Source: an optimization exercise on an open RTL-to-GDS flow (aim: small area, a short achievable clock period and few clock cycles). Production flows keep margins and buffers that such runs may drop. Where RTL was checked, it was by simulation tests only, not by an equivalence proof against the original. Power is estimated from default activity; no workload was simulated.

## potato_cpu
module potato_cpu(input clk, input rst_n, input [7:0] start_pc,
      input [15:0] mem_rdata,
      output [7:0] mem_addr, output mem_we, output [15:0] mem_wdata,
      output halted, output [15:0] out);
For scale: about 1000 cells after synthesis, ~68 I/O pins, roughly 11000 sq um of cells after synthesis.
==> flow/config.mk <==
export PLATFORM = sky130hd
export DESIGN_NAME = potato_cpu
export DESIGN_NICKNAME = potato_cpu
export VERILOG_FILES = /design/flow/design.v
export SDC_FILE = /design/flow/constraint.sdc
export NUM_CORES = 4
export LEC_CHECK = 0
export CAP_MARGIN = 20
export CORE_MARGIN = 2
export CORE_UTILIZATION = 45
export CTS_BUF_LIST = sky130_fd_sc_hd__clkbuf_16
export CTS_CLUSTER_DIAMETER = 200
export CTS_CLUSTER_SIZE = 24
export SETUP_SLACK_MARGIN = 1.5
export SLEW_MARGIN = 20
==> flow/constraint.sdc <==
create_clock -name core_clock -period 5.5 [get_ports {clk}]
set_input_delay 1.1000 -clock core_clock [delete_from_list [all_inputs] [get_ports {clk}]]
set_output_delay 1.1000 -clock core_clock [all_outputs]
set_load 0.01 [all_outputs]
standard.sh (not shown) runs the stock make flow with config.mk's settings and CLKGATE_MAP_FILE= SYNTH_SCRIPT=/design/flow/synth_recipe.tcl, a recipe that flattens the netlist after the stock synthesis.
==> flow/flow/run.sh <==
#!/bin/bash
# Own layout flow: the standard ORFS flow, with the I/O port buffers made
# from plain buffers (sky130_fd_sc_hd__buf_2) instead of delay cells, and the
# resizer free to change a cell's footprint. Everything else is standard.
set -euo pipefail
cd "$(dirname "$0")/.."
bash standard.sh MATCH_CELL_FOOTPRINT=0 "BUFFER_PORTS_ARGS=-buffer_cell sky130_fd_sc_hd__buf_2" finish > flow_make.log 2>&1
The starting point passed the timing, DRC and antenna checks.
Testbench counts at the start, summed over its fixed seeds: cycles 17,907.
Rerun with:
- CORE_UTILIZATION: 45 -> 55
The new run finished with timing, DRC and antenna clean.
Synthesized cell count does not change.
Final cell count drops by 5.3%.
Final area drops by 2.4%.
Worst hold slack improved by 3.4 ps.
Fmax drops by 3.3%.
Count of clock-buffer cells in the layout stays the same.
Wire length drops by 0.86%.
Power drops by 0.83%.
Clock power drops by about 1%.
Core utilization climbs by 11 points.
Rerun with:
- ABC_AREA: unset -> 1
- CTS_BUF_LIST: sky130_fd_sc_hd__clkbuf_16 -> unset
- CTS_CLUSTER_DIAMETER: 200 -> unset
- CTS_CLUSTER_SIZE: 24 -> unset
The changed run finished with timing, DRC and antenna clean.
Power grows by well over a third.
Maximum frequency grows by a few percent.
First-iteration DRC count grows by about a fifth.
Die area grows by a few percent.
Clock power grows by well over a third.
Worst hold slack is worse by 26 ps.
Global-route usage shrinks by 0.34 points.
Cell count grows by well over a third.
Final area grows by a little under a tenth.
Via count grows by about a fifth.
Core utilization grows by 0.79 points.
Rerun with:
- ABC_AREA: 1 -> unset
- CORE_UTILIZATION: 55 -> 50
- CTS_BUF_LIST: unset -> sky130_fd_sc_hd__clkbuf_8
- CTS_CLUSTER_DIAMETER: unset -> 200
- CTS_CLUSTER_SIZE: unset -> 14
- SETUP_SLACK_MARGIN: 1.5 -> 1.6
Effect:
- power is lower by about 28%
- wire length fell by about 3.5%
- cell area went down by about 7%
- clock skew rises by 15 ps
- sequential share of layout area grows by 3.4 points
- sequential cell count does not change
- cell count shrinks by about 24%
- worst setup slack degrades by 94 ps
- critical path depth stays the same
Rerun with:
- CORE_UTILIZATION: 50 -> 65
- CTS_BUF_LIST: sky130_fd_sc_hd__clkbuf_8 -> sky130_fd_sc_hd__clkbuf_4 sky130_fd_sc_hd__clkbuf_8
- CTS_CLUSTER_DIAMETER: 200 -> unset
- CTS_CLUSTER_SIZE: 14 -> 20
- SETUP_SLACK_MARGIN: 1.6 -> 1.5
Sequential power stays flat.
Power increases by 12%.
Area after synthesis is unchanged.
Design area rose by 1.9%.
Global-route usage is higher by 7.7 points.
Sequential cell count stays the same.
Wire length fell by 4.2%.

* * *

run 1:
Starting RTL as in the previous note.
Settings: LEC_CHECK=0, CAP_MARGIN=20, CORE_MARGIN=2, CORE_UTILIZATION=55, SETUP_SLACK_MARGIN=2.0, SLEW_MARGIN=20; clock period 5.5 ns.
Scripts as last shown in full above: flow/flow/run.sh
Both conditions hold for run 1: the flow ran to the end and the final layout passed the timing, DRC and antenna checks.
Testbench counts of run 1, summed over its fixed seeds: cycles 17,907.
Changes in run 2 relative to run 1:
Settings: SETUP_SLACK_MARGIN now 1.5, was 2.0; CTS_CLUSTER_DIAMETER now 200, previously not set; CTS_BUF_LIST now sky130_fd_sc_hd__clkbuf_8, previously not set; CTS_CLUSTER_SIZE now 14, previously not set.
==> flow/flow/run.sh <==
#!/bin/bash
# Own layout flow: the standard ORFS flow, with the I/O port buffers made
# from plain buffers (sky130_fd_sc_hd__buf_1) instead of delay cells, and the
# resizer free to change a cell's footprint. Everything else is standard.
set -euo pipefail
cd "$(dirname "$0")/.."
bash standard.sh MATCH_CELL_FOOTPRINT=0 "BUFFER_PORTS_ARGS=-buffer_cell sky130_fd_sc_hd__buf_1" finish > flow_make.log 2>&1
### Flow results
- Run 2 -> run 1: number of cells produced by synthesis delta 0, exact match
- Looking at met2 track demand over resource in global routing, run 2 sits 2.1 points above run 1.
- Compared to run 1, run 2 has fraction of the core area covered by cells at the end of the flow 4.9 points lower.
- [compare] base=run 1 new=run 2: first-iteration DRC count increased 29; clock slew seen by the registers of the worst setup and hold paths increased 0.03 ns; sequential share of layout area increased 3.4 points; global-route wire length before repair increased about 0.3%.
Setup changes, run 2 to run 3
Settings: CTS_CLUSTER_DIAMETER removed (was 200); SETUP_SLACK_MARGIN changed from 1.5 to 1.0; ABC_AREA newly set to 1; CTS_CLUSTER_SIZE removed (was 14); CTS_BUF_LIST removed (was sky130_fd_sc_hd__clkbuf_8).
==> flow/flow/run.sh <==
#!/bin/bash
# Own layout flow: the standard ORFS flow, with the I/O port buffers made
# from plain buffers (sky130_fd_sc_hd__buf_2) instead of delay cells, and the
# resizer free to change a cell's footprint. Everything else is standard.
set -euo pipefail
cd "$(dirname "$0")/.."
bash standard.sh MATCH_CELL_FOOTPRINT=0 "BUFFER_PORTS_ARGS=-buffer_cell sky130_fd_sc_hd__buf_2" finish > flow_make.log 2>&1
Notes after the runs:
Every run in the comparison, run 2 and run 3, completed the flow with a clean layout. Global routing usage summed across all routing layers (higher): run 2. In the flow results for run 2 and run 3, the combined buffer and inverter count along the critical path is larger on run 3. [run 3] post-placement cell count rose 482 relative to run 2. Relative to run 2, number of clock buffers in the layout increased by 20 in run 3. Compared with run 2, run 3 is hungrier on power. Run 3 vs. run 2: cell area reported after detailed placement now sits higher, final-stage net count now sits higher. Total via count in the routed design: run 2 and run 3 compared, lower one is run 2. Going from run 2 to run 3, final non-filler cell total rose about 33%; die width moved up. Run 2 reports its critical path launch point as R[33] while run 3 reports ldp. For run 3, the most frequent standard cell in the layout excluding fill and tap cells was nand2_1, unlike run 2, where it was edfxtp_1.
diff inputs: run 3 => run 4
Settings: setting CTS_BUF_LIST to sky130_fd_sc_hd__clkbuf_8 for the first time; changing CORE_UTILIZATION from 55 to 45; removing ABC_AREA (formerly 1); setting CTS_CLUSTER_DIAMETER to 200 for the first time; setting CTS_CLUSTER_SIZE to 14 for the first time; changing SETUP_SLACK_MARGIN from 1.0 to 1.5.
## What came out
- Run 3 has a lower setup slack than run 4.
- When run 4 is set beside run 3, its insertion delay to the later sink of the worst-skew pair turns out to be 0.02 ns larger.
- Run 4 reached the final stage; the timing, DRC and antenna checks on its layout passed.
- Reported for run 4 and run 3, number of H-tree levels turned out identical to the last digit.
Inputs modified between run 4 and run 5:
Settings: swapping 45 for 50 in CORE_UTILIZATION.
Notes after the runs:
Looking at register share of the cell area, run 5 sits 1.2 points above run 4. Between run 4 and run 5, the flow reports power decreasing slightly. Delta (run 5 minus run 4): worst setup slack picked up an extra 0.071 ns, cell depth of the worst min-delay path neither gained nor lost much, final non-filler cell area lost about 2.4%.

* * *

## job 1336
potato_cpu, a different RTL version from the one above (not shown whole).
For scale: roughly 1000 cells after synthesis, ~68 I/O pins, roughly 11000 um2 of cells after synthesis.
## potato_cpu
module potato_cpu(input clk, input rst_n, input [7:0] start_pc,
      input [15:0] mem_rdata,
      output [7:0] mem_addr, output mem_we, output [15:0] mem_wdata,
      output halted, output [15:0] out);
clock: 5.5 ns
lec_check: 0
cap_margin: 20
core_margin: 2
core_utilization: 55
setup_slack_margin: 1.2
slew_margin: 20
==> flow/flow/run.sh <==
#!/bin/bash
# Own layout flow: the standard ORFS flow, with the I/O port buffers made
# from plain buffers (sky130_fd_sc_hd__buf_2) instead of delay cells, and the
# resizer free to change a cell's footprint. Everything else is standard.
set -euo pipefail
cd "$(dirname "$0")/.."
bash standard.sh MATCH_CELL_FOOTPRINT=0 "BUFFER_PORTS_ARGS=-buffer_cell sky130_fd_sc_hd__buf_2" finish > flow_make.log 2>&1
Job 1336 closes out successfully: all stages finished, all timing, DRC and antenna checks passed.
Edits applied to the flow inputs when going from job 1336 to job 6766:
==> flow/run.sh (new file) <==
#!/bin/bash
# synth_recipe.tcl (not shown) runs the flow's synth.tcl, then flattens the netlist and writes it again
# the make line also repeats each setting of config.mk as NAME=value (left out here)
make -C /OpenROAD-flow-scripts/flow DESIGN_CONFIG=/design/flow/config.mk WORK_HOME=/design/flow/orfs CLKGATE_MAP_FILE= SYNTH_SCRIPT=/design/flow/synth_recipe.tcl finish
diff --git a/flow/config.mk b/flow/config.mk
--- a/flow/config.mk
+++ b/flow/config.mk
@@ -9,4 +9,3 @@
 export CORE_MARGIN = 2
 export CORE_UTILIZATION = 55
-export SETUP_SLACK_MARGIN = 1.2
 export SLEW_MARGIN = 20
removed: flow/flow/run.sh
removed: flow/standard.sh
--- outcome ---
Comparing job 6766 and job 1336, part of the cycle the worst path needs is lower on job 1336.
When the final numbers for job 6766 and job 1336 were put side by side, the post-route cell area turned out to be smaller in job 6766.
Lower post-detailed-route wirelength per cell among job 6766 and job 1336: job 6766
Here is what was changed in the inputs of job 9816 compared with job 6766.
diff --git a/flow/config.mk b/flow/config.mk
--- a/flow/config.mk
+++ b/flow/config.mk
@@ -9,3 +9,4 @@
 export CORE_MARGIN = 2
 export CORE_UTILIZATION = 55
+export SETUP_SLACK_MARGIN = 1.2
 export SLEW_MARGIN = 20
Findings:
Of the two values seen for start point of the critical path, sa[1]$_SDFFCE_PP0P_ was produced by job 9816 and sb[4]$_SDFFCE_PN0P_ by job 6766. Comparing job 6766 with job 9816, the worst setup skew after layout came out essentially unchanged. | switching power of the nets | job 9816 vs job 6766 | about 2.1% higher |. Part of the cycle the worst path needs down 11 points in job 9816 wrt job 6766.
Function was not checked in any run of this note: the RTL went through the layout flow alone.

* * *

## job 4074
Another version of the RTL of potato_cpu (not shown whole).
Size in the first run: ~1400 cells after synthesis, about 230 flip-flops, about 14000 um^2 of cells after synthesis.
## potato_cpu
module potato_cpu(input clk, input rst_n, input [7:0] start_pc,
      input [15:0] mem_rdata,
      output [7:0] mem_addr, output mem_we, output [15:0] mem_wdata,
      output halted, output [15:0] out);
make LEC_CHECK=0 CAP_MARGIN=20 CORE_MARGIN=2 CORE_UTILIZATION=55 SETUP_SLACK_MARGIN=2.2 SLEW_MARGIN=20 finish   # period 5.5 ns
run.sh (not shown) runs the stock make flow with config.mk's settings and CLKGATE_MAP_FILE= SYNTH_SCRIPT=/design/flow/synth_recipe.tcl, a recipe that flattens the netlist after the stock synthesis.
Stock flow here: none of the scripts above is used.
Job 4074 closes out successfully: all stages finished, all timing, DRC and antenna checks passed.
diff inputs: job 4074 => job 4011
- swapping 2.2 for 1.5 in SETUP_SLACK_MARGIN
## What came out
Compare job 4074 and job 4011 | number of vias in the routed layout higher: job 4074
Job 4011 vs. job 4074: number of non-clock buffers in the layout went down by 37%.
Class of the most critical setup path: primary input to register -> job 4011, register to register -> job 4074
Final instance area, job 4011 vs job 4074: down by a little under 10%
Cmp job 4074 and job 4011 / met1 capacity usage during global routing / lower: job 4011
Compared with job 4074, in job 4011 minimum setup slack in the final design lost 0.12 ns; worst-case setup slack after placement -0.0094 ns; number of vias per cell about even.
Comparing job 4074 and job 4011, clock period minus worst slack is lower on job 4074.
The total number of cells along the worst setup path of job 4011 falls short of that of job 4074 by 11.
Job 4011 — total length of routed wires about 6% lower, job 4074 as reference
No run of this note included a check of the RTL's function; only the layout flow was run.

* * *

== v44 ==
RTL: one of the versions met above, not the one the previous note started from.
Size: about 1000 cells after synthesis, ~68 I/O pins, ~11000 µm² of cells after synthesis.
clock: 5.5 ns
lec_check: 0
cap_margin: 20
core_margin: 2
core_utilization: 55
place_density: 0.75
setup_slack_margin: 1.5
slew_margin: 20
standard.sh (not shown) runs the stock make flow with config.mk's settings and CLKGATE_MAP_FILE= SYNTH_SCRIPT=/design/flow/synth_recipe.tcl, a recipe that flattens the netlist after the stock synthesis.
==> flow/flow/run.sh <==
#!/bin/bash
# Own layout flow: the standard ORFS flow, with the I/O port buffers made
# from plain buffers (sky130_fd_sc_hd__buf_2) instead of delay cells, and the
# resizer free to change a cell's footprint. Everything else is standard.
set -euo pipefail
cd "$(dirname "$0")/.."
bash standard.sh MATCH_CELL_FOOTPRINT=0 "BUFFER_PORTS_ARGS=-buffer_cell sky130_fd_sc_hd__buf_2" finish > flow_make.log 2>&1
Testbench counts of v44, summed over its fixed seeds: cycles 17,907.
[inputs] v47 vs v44
# v44
export LEC_CHECK = 0
export CAP_MARGIN = 20
export CORE_MARGIN = 2
export CORE_UTILIZATION = 55
export PLACE_DENSITY = 0.75
export SETUP_SLACK_MARGIN = 1.5
export SLEW_MARGIN = 20
create_clock -name core_clock -period 5.5 [get_ports {clk}]
# v47
export LEC_CHECK = 0
export CAP_MARGIN = 20
export CORE_MARGIN = 2
export CORE_UTILIZATION = 50
export CTS_BUF_LIST = sky130_fd_sc_hd__clkbuf_16
export CTS_CLUSTER_DIAMETER = 200
export CTS_CLUSTER_SIZE = 24
export SETUP_SLACK_MARGIN = 1.4
export SLEW_MARGIN = 20
create_clock -name core_clock -period 5.5 [get_ports {clk}]
Notes after the runs:
From v44 to v47 the numbers moved as follows: maximum fanout encountered on the critical timing path went down 8, final worst clock skew held, area overhead of the layout relative to synthesis went down 3.8 points.
Taking v47 over v44, the net load switching power ratio works out to 0.927.
In v47 the share of power burned in the clock network turned out 9.6 points lower than in v44.
v47 vs v44: power down
Post-route cell area in v47 is 440 µm² below v44.
Diff v47 and v44: total CTS buffers lower in v47
v47 ended up with R[14] as its worst setup path endpoint; v44 ended up with R[25].
#### Input delta (v52 over v47)
# v47
export LEC_CHECK = 0
export CAP_MARGIN = 20
export CORE_MARGIN = 2
export CORE_UTILIZATION = 50
export CTS_BUF_LIST = sky130_fd_sc_hd__clkbuf_16
export CTS_CLUSTER_DIAMETER = 200
export CTS_CLUSTER_SIZE = 24
export SETUP_SLACK_MARGIN = 1.4
export SLEW_MARGIN = 20
create_clock -name core_clock -period 5.5 [get_ports {clk}]
# v52
export LEC_CHECK = 0
export CAP_MARGIN = 20
export CORE_MARGIN = 2
export CORE_UTILIZATION = 55
export SETUP_SLACK_MARGIN = 1.5
export SLEW_MARGIN = 20
create_clock -name core_clock -period 5.5 [get_ports {clk}]
Notes after the runs:
- Summary of v52 over v47: sequential share of cell area decreased 1.3 points, fraction of area in clock buffers and inverters increased 3.7 points, initial core utilization increased 5.7 points, post-route worst setup slack increased 0.078 ns.
- v47 ended up with sky130_fd_sc_hd__edfxtp_1 as its cell with the largest stage delay on the worst path; v52 ended up with sky130_fd_sc_hd__dfxtp_1.
## Diff of input files: v18 against v52
# v52
export LEC_CHECK = 0
export CAP_MARGIN = 20
export CORE_MARGIN = 2
export CORE_UTILIZATION = 55
export SETUP_SLACK_MARGIN = 1.5
export SLEW_MARGIN = 20
create_clock -name core_clock -period 5.5 [get_ports {clk}]
# v18
export LEC_CHECK = 0
export CAP_MARGIN = 20
export CORE_MARGIN = 2
export CORE_UTILIZATION = 55
export SETUP_SLACK_MARGIN = 1.7
export SLEW_MARGIN = 20
create_clock -name core_clock -period 5.5 [get_ports {clk}]
All of v18 and v52 finish clean.
v52 ended up with ldp as its worst setup path startpoint; v18 ended up with R[96].
Diff v18..v52 | standard cell area after detailed placement | negligible
Delta (v18 minus v52): critical path's largest stage delay increased by 0.14 ns relative to the old numbers, number of non-clock buffers rose by about 24%, number of setup buffers added after CTS now larger.

[afterwards: timing with drivers on the ports]
Ports are ideal in the flow. The routed layouts listed here were re-timed in OpenROAD.
Step 1 sets driving cells, clkbuf_16 on the clock port and buf_2 on the other inputs (assumed; they add their load-dependent delay and slew).
Step 2, shift: input delay + t, output delay - t, t = (earliest + latest rising clock arrival at the registers) / 2. This alone moves slack from input paths to output paths.
Slacks: no drivers / after step 1 / after step 2; pairs: no drivers / after step 1.
| run | t (ns) | slack for setup (ns) | clock arrival spread, ns | worst slew at a driven data input, ns |
|---|---|---|---|---|
| the first run of note 1 | 0.534 | 1.683 / 1.683 / 1.231 | 0.028 / 0.027 | 0.06 |
| the second run of note 1 | 0.534 | 1.554 / 1.554 / 1.198 | 0.015 / 0.015 | 0.04 |
| the third run of note 1 | 0.587 | 1.710 / 1.710 / 1.329 | 0.024 / 0.024 | 0.03 |
| the fourth run of note 1 | 0.605 | 1.616 / 1.616 / 1.177 | 0.039 / 0.038 | 0.05 |
| the fifth run of note 1 | 0.581 | 1.504 / 1.504 / 1.176 | 0.031 / 0.031 | 0.04 |
| run 1 | 0.577 | 1.642 / 1.642 / 1.467 | 0.018 / 0.017 | 0.03 |
| run 2 | 0.560 | 1.531 / 1.531 / 1.204 | 0.035 / 0.035 | 0.06 |
| run 3 | 0.585 | 1.310 / 1.310 / 1.080 | 0.021 / 0.021 | 0.03 |
| run 4 | 0.589 | 1.558 / 1.558 / 1.257 | 0.054 / 0.055 | 0.05 |
| run 5 | 0.581 | 1.629 / 1.629 / 1.246 | 0.028 / 0.027 | 0.04 |
| job 1336 | 0.567 | 1.242 / 1.242 / 1.242 | 0.016 / 0.016 | 0.03 |
| job 6766 | 0.570 | 0.670 / 0.670 / 0.670 | 0.015 / 0.016 | 0.04 |
| job 9816 | 0.569 | 1.287 / 1.287 / 1.073 | 0.014 / 0.014 | 0.04 |
| job 4074 | 0.573 | 1.623 / 1.623 / 1.150 | 0.019 / 0.019 | 0.04 |
| job 4011 | 0.592 | 1.499 / 1.525 / 0.933 | 0.032 / 0.032 | 0.04 |
| v44 | 0.578 | 1.464 / 1.464 / 1.321 | 0.016 / 0.016 | 0.05 |
| v47 | 0.531 | 1.489 / 1.489 / 1.274 | 0.016 / 0.016 | 0.05 |
| v52 | 0.579 | 1.567 / 1.567 / 1.178 | 0.035 / 0.034 | 0.04 |
| v18 | 0.571 | 1.518 / 1.518 / 1.295 | 0.016 / 0.017 | 0.03 |
After both steps setup and hold are still met in every run listed. For job 4011, which loses most, drivers alone change the setup slack by +0.026 ns; drivers and shift together by -0.566 ns.
